From an optimization exercise on the open Yosys and OpenROAD flow, aimed at small area; shortcuts taken in it are not production practice. Where RTL was checked, it was by simulation tests only, not by an equivalence proof against the original. No activity file was given, so power comes from the tool's default toggle rates.

Design tic_tac_toe_top, start of the top module:
module tic_tac_toe_top(
    input reset,
    input clk,
    output [3:0] DISP_EN,
    output [7:0] SEGMENTS,
    output [4:1] COL,
    input [4:1] ROW
    );
==> module tic_tac_toe_top, before the edit <==
module tic_tac_toe_top(
    input reset,
    input clk,
    output [3:0] DISP_EN,
    output [7:0] SEGMENTS,
    output [4:1] COL,
    input [4:1] ROW
    );
reg       p;       
reg [4:0] dcnt;    
reg [1:0] dig;     
reg [6:0] kcnt;    
reg [1:0] ps;      
reg [9:0] acnt;    
reg       blink;
reg       act;     
reg [3:0] k;       
reg [8:0] occ;     
reg [8:0] own;     
reg       turn;    
reg [1:0] wreg;    
reg [7:1] seg;
wire dterm = (dcnt == 5'b10010);
wire kterm = (kcnt == 7'b1101001);
wire aterm = (acnt == 10'b1010011011);
wire disp_en = ~p & dterm;
wire kp_en   = ~p & kterm;
wire fin_en  = ~p & aterm;
wire auto_reset = act & k[3] & k[2] & k[1];
wire [1:0] win = auto_reset ? 2'b00 : wreg;
wire g0 = (dig == 2'b00), g1 = (dig == 2'b01), g2 = (dig == 2'b11), g3 = (dig == 2'b10);
wire q0 = (ps == 2'b00), q1 = (ps == 2'b01), q2 = (ps == 2'b11), q3 = (ps == 2'b10);
assign COL = {~q0, ~q1, ~q2, ~q3};
wire r3 = ~ROW[3];
wire r2 = ROW[3] & ~ROW[2];
wire r1 = ROW[3] & ROW[2] & ~ROW[1];
wire c1 = q3, c2 = q2, c3 = q1;
wire [8:0] sel = {c3 & r1, c2 & r1, c1 & r1,
                  c3 & r2, c2 & r2, c1 & r2,
                  c3 & r3, c2 & r3, c1 & r3};
wire take = |(sel & ~occ);
wire [8:0] b1 = occ & ~own;
wire [8:0] b2 = occ & own;
function line(input [8:0] b);
   line = (b[0] & b[1] & b[2]) | (b[3] & b[4] & b[5]) | (b[6] & b[7] & b[8]) |
          (b[0] & b[4] & b[8]) | (b[6] & b[4] & b[2]) | (b[0] & b[3] & b[6]) |
          (b[1] & b[4] & b[7]) | (b[2] & b[5] & b[8]);
endfunction
wire l1 = line(b1);
wire l2 = line(b2);
wire full = &occ;
wire [8:0] sv = ~occ | (own & {9{blink}});
reg [7:1] nseg;
always @(*) begin
   nseg = 7'b1111111;
   case (win)
      2'b00: begin
         if (g3) nseg = turn ? 7'b0010010 : 7'b1001111;
         if (g2) begin nseg[4] = sv[2]; nseg[1] = sv[5]; nseg[7] = sv[8]; end
         if (g1) begin nseg[4] = sv[1]; nseg[1] = sv[4]; nseg[7] = sv[7]; end
         if (g0) begin nseg[4] = sv[0]; nseg[1] = sv[3]; nseg[7] = sv[6]; end
      end
      2'b01: nseg = {1'b1, blink, blink, 4'b1111};
      2'b10: nseg = {blink, blink, 1'b1, blink, blink, 1'b1, blink};
      2'b11: begin
         if (g1) nseg = 7'b0110000;
         if (g3) nseg = 7'b1110000;
         if (g0) nseg = 7'b1001111;
      end
   endcase
end
always @(posedge clk) begin
   if (reset) begin
      p <= 1'b0;
      dcnt <= 5'b11111;
      dig <= 2'b00;
      kcnt <= 7'b1111111;
      ps <= 2'b00;
      acnt <= 10'b1111111111;
      blink <= 1'b0;
      act <= 1'b0;
      k <= 4'd0;
      occ <= 9'd0;
      turn <= 1'b0;
      seg <= 7'b1111111;
   end else begin
      p <= ~p;
      dcnt <= dterm ? 5'b11111 : {dcnt[3:0], dcnt[4] ^ dcnt[2]};
      kcnt <= kterm ? 7'b1111111 : {kcnt[5:0], kcnt[6] ^ kcnt[5]};
      acnt <= aterm ? 10'b1111111111 : {acnt[8:0], acnt[9] ^ acnt[6]};
      if (aterm)
         blink <= ~blink;
      if (disp_en) begin
         dig <= {dig[0], ~dig[1]};
         seg <= nseg;
      end
      if (kp_en) begin
         ps <= {ps[0], ~ps[1]};
         if (auto_reset) begin
            occ <= 9'd0;
            turn <= 1'b0;
         end else if (take) begin
            occ <= occ | sel;
            turn <= ~turn;
         end
      end
      if (fin_en) begin
         if (act)
            {act, k} <= {act, k} + 5'd1;
         else
            act <= |win;
      end
   end
end
always @(posedge clk) begin
   own <= (own & occ) | ({9{turn}} & ~occ);
   if (~p)
      wreg <= l1 ? 2'b01 : l2 ? 2'b10 : full ? 2'b11 : 2'b00;
end
assign DISP_EN = {~g3, ~g2, ~g1, ~g0};
assign SEGMENTS = {seg, 1'b1};
endmodule
clock: 5.0 ns
lec_check: 0
cap_margin: 20
core_margin: 2
core_utilization: 70
slew_margin: 20
standard.sh (not shown) runs the stock make flow with config.mk's settings and CLKGATE_MAP_FILE= SYNTH_SCRIPT=/design/flow/synth_recipe.tcl, a recipe that flattens the netlist after the stock synthesis.
==> flow/flow/run.sh <==
#!/bin/bash
# Standard ORFS layout with area recovery after floorplan (restructure and
# downsizing), minimum-size port buffers and a clock tree of small buffers.
set -euo pipefail
W=$(pwd)
export FLOW_DIR=$W/flow
export AREA_LIB=$W/area.lib
export RESTRUCTURE_DIR=$W/restructure
mkdir -p $RESTRUCTURE_DIR
PLAT=$FLOW_HOME/platforms/sky130hd
python3 flow/filter_lib.py $PLAT/lib/sky130_fd_sc_hd__tt_025C_1v80.lib $AREA_LIB > filter_lib.log 2>&1
bash standard.sh synth > synth.log 2>&1
bash standard.sh \
  "POST_FLOORPLAN_TCL=$FLOW_DIR/post_floorplan.tcl" \
  "BUFFER_PORTS_ARGS=-buffer_cell sky130_fd_sc_hd__buf_1" \
  "CTS_ARGS=-sink_clustering_enable -repair_clock_nets -dont_use_dummy_load -buf_list sky130_fd_sc_hd__clkbuf_4" \
  finish > layout.log 2>&1
Other scripts of this flow, unchanged in this note and not shown: flow/flow/downsize.tcl, flow/flow/filter_lib.py, flow/flow/post_floorplan.tcl
Then changed:
--- a/flow/design.v
+++ b/flow/design.v
@@ -20,5 +20,4 @@
 reg       turn;    
 reg [1:0] wreg;    
-reg [7:1] seg;
 wire dterm = (dcnt == 5'b10010);
 wire kterm = (kcnt == 7'b1101001);
@@ -50,24 +49,22 @@
 wire l2 = line(b2);
 wire full = &occ;
+reg [1:0] sm;      
+reg       sa, sb, sc;
 wire [8:0] sv = ~occ | (own & {9{blink}});
-reg [7:1] nseg;
-always @(*) begin
-   nseg = 7'b1111111;
-   case (win)
-      2'b00: begin
-         if (g3) nseg = turn ? 7'b0010010 : 7'b1001111;
-         if (g2) begin nseg[4] = sv[2]; nseg[1] = sv[5]; nseg[7] = sv[8]; end
-         if (g1) begin nseg[4] = sv[1]; nseg[1] = sv[4]; nseg[7] = sv[7]; end
-         if (g0) begin nseg[4] = sv[0]; nseg[1] = sv[3]; nseg[7] = sv[6]; end
-      end
-      2'b01: nseg = {1'b1, blink, blink, 4'b1111};
-      2'b10: nseg = {blink, blink, 1'b1, blink, blink, 1'b1, blink};
-      2'b11: begin
-         if (g1) nseg = 7'b0110000;
-         if (g3) nseg = 7'b1110000;
-         if (g0) nseg = 7'b1001111;
-      end
-   endcase
-end
+wire na = (win == 2'b00) ? (g3 ? ~turn : (g0 & sv[6]) | (g1 & sv[7]) | (g2 & sv[8])) :
+          (win == 2'b11) ? ~g1 : blink;
+wire nb = (win == 2'b00) ? (g3 ? ~turn : (g0 & sv[0]) | (g1 & sv[1]) | (g2 & sv[2])) :
+          (win == 2'b11) ? (g0 | g2) : blink;
+wire nc = (win == 2'b00) ? (g3 ? ~turn : (g0 & sv[3]) | (g1 & sv[4]) | (g2 & sv[5])) :
+          (win == 2'b11) ? (g0 | g2) : blink;
+wire m0 = (sm == 2'b00), m1 = (sm == 2'b01), m2 = (sm == 2'b10), m3 = (sm == 2'b11);
+wire x3 = g0, x0 = g1, x2 = g3;
+wire [7:1] seg = {sa | m1,
+                  m0 ? ~x3 : m3 ? ~x0 : sa,
+                  m0 ? (~x3 | ~sa) : m1 ? sa : m2 ? 1'b1 : ~x0,
+                  sb | m1,
+                  m0 ? (~x3 | sa) : m1 ? 1'b1 : m2 ? sa : sb,
+                  ~m3 | sb,
+                  sc | m1};
 always @(posedge clk) begin
    if (reset) begin
@@ -83,5 +80,6 @@
       occ <= 9'd0;
       turn <= 1'b0;
-      seg <= 7'b1111111;
+      sm <= 2'b01;
+      {sa, sb, sc} <= 3'b111;
    end else begin
       p <= ~p;
@@ -93,5 +91,6 @@
       if (disp_en) begin
          dig <= {dig[0], ~dig[1]};
-         seg <= nseg;
+         sm <= win;
+         {sa, sb, sc} <= {na, nb, nc};
       end
       if (kp_en) begin
The changed run finished with timing, DRC and antenna clean.
Power came out lower by a few percent.
Global-route usage rises by 0.99 points.
Fmax goes down by roughly a tenth.
Cell count came out lower slightly.
Non-clock buffer count stays the same.
Design area decreases slightly.
Clock power drops slightly.
Core utilization increases by 3.2 points.
Sequential power came out lower by a little under a tenth.
Setup slack is worse by 0.38 ns.
Via count is higher by a few percent.
Flip-flop and latch count shrinks by 2.
Clock skew climbs by 0.0095 ns.
Combinational power is lower by a quarter to a third.
Only the layout flow was run in the first run of this note; the RTL was not checked for function there.

afterwards: timing with drivers on the ports:
How much do the figures lean on ideal ports? The routed layouts below were timed once more, with nothing changed but the port constraints.
Step 1: set_driving_cell puts a clkbuf_16 on clk and a buf_2 on each other input, an assumption about the parent block.
Step 2 also shifts input and output timing later by t, the mid clock arrival at the registers, as if the neighbouring blocks saw the same clock.
a / b / c = no drivers / after step 1 / after step 2; a / b = the first two.
| run | t, ns | setup slack, ns | worst setup path at the end |
|---|---|---|---|
| the first run | 0.400 | 2.481 / 2.457 / 2.495 | input to register |
| the second run | 0.404 | 2.104 / 2.104 / 2.104 | register to register |
After both steps every run listed still meets setup and hold.
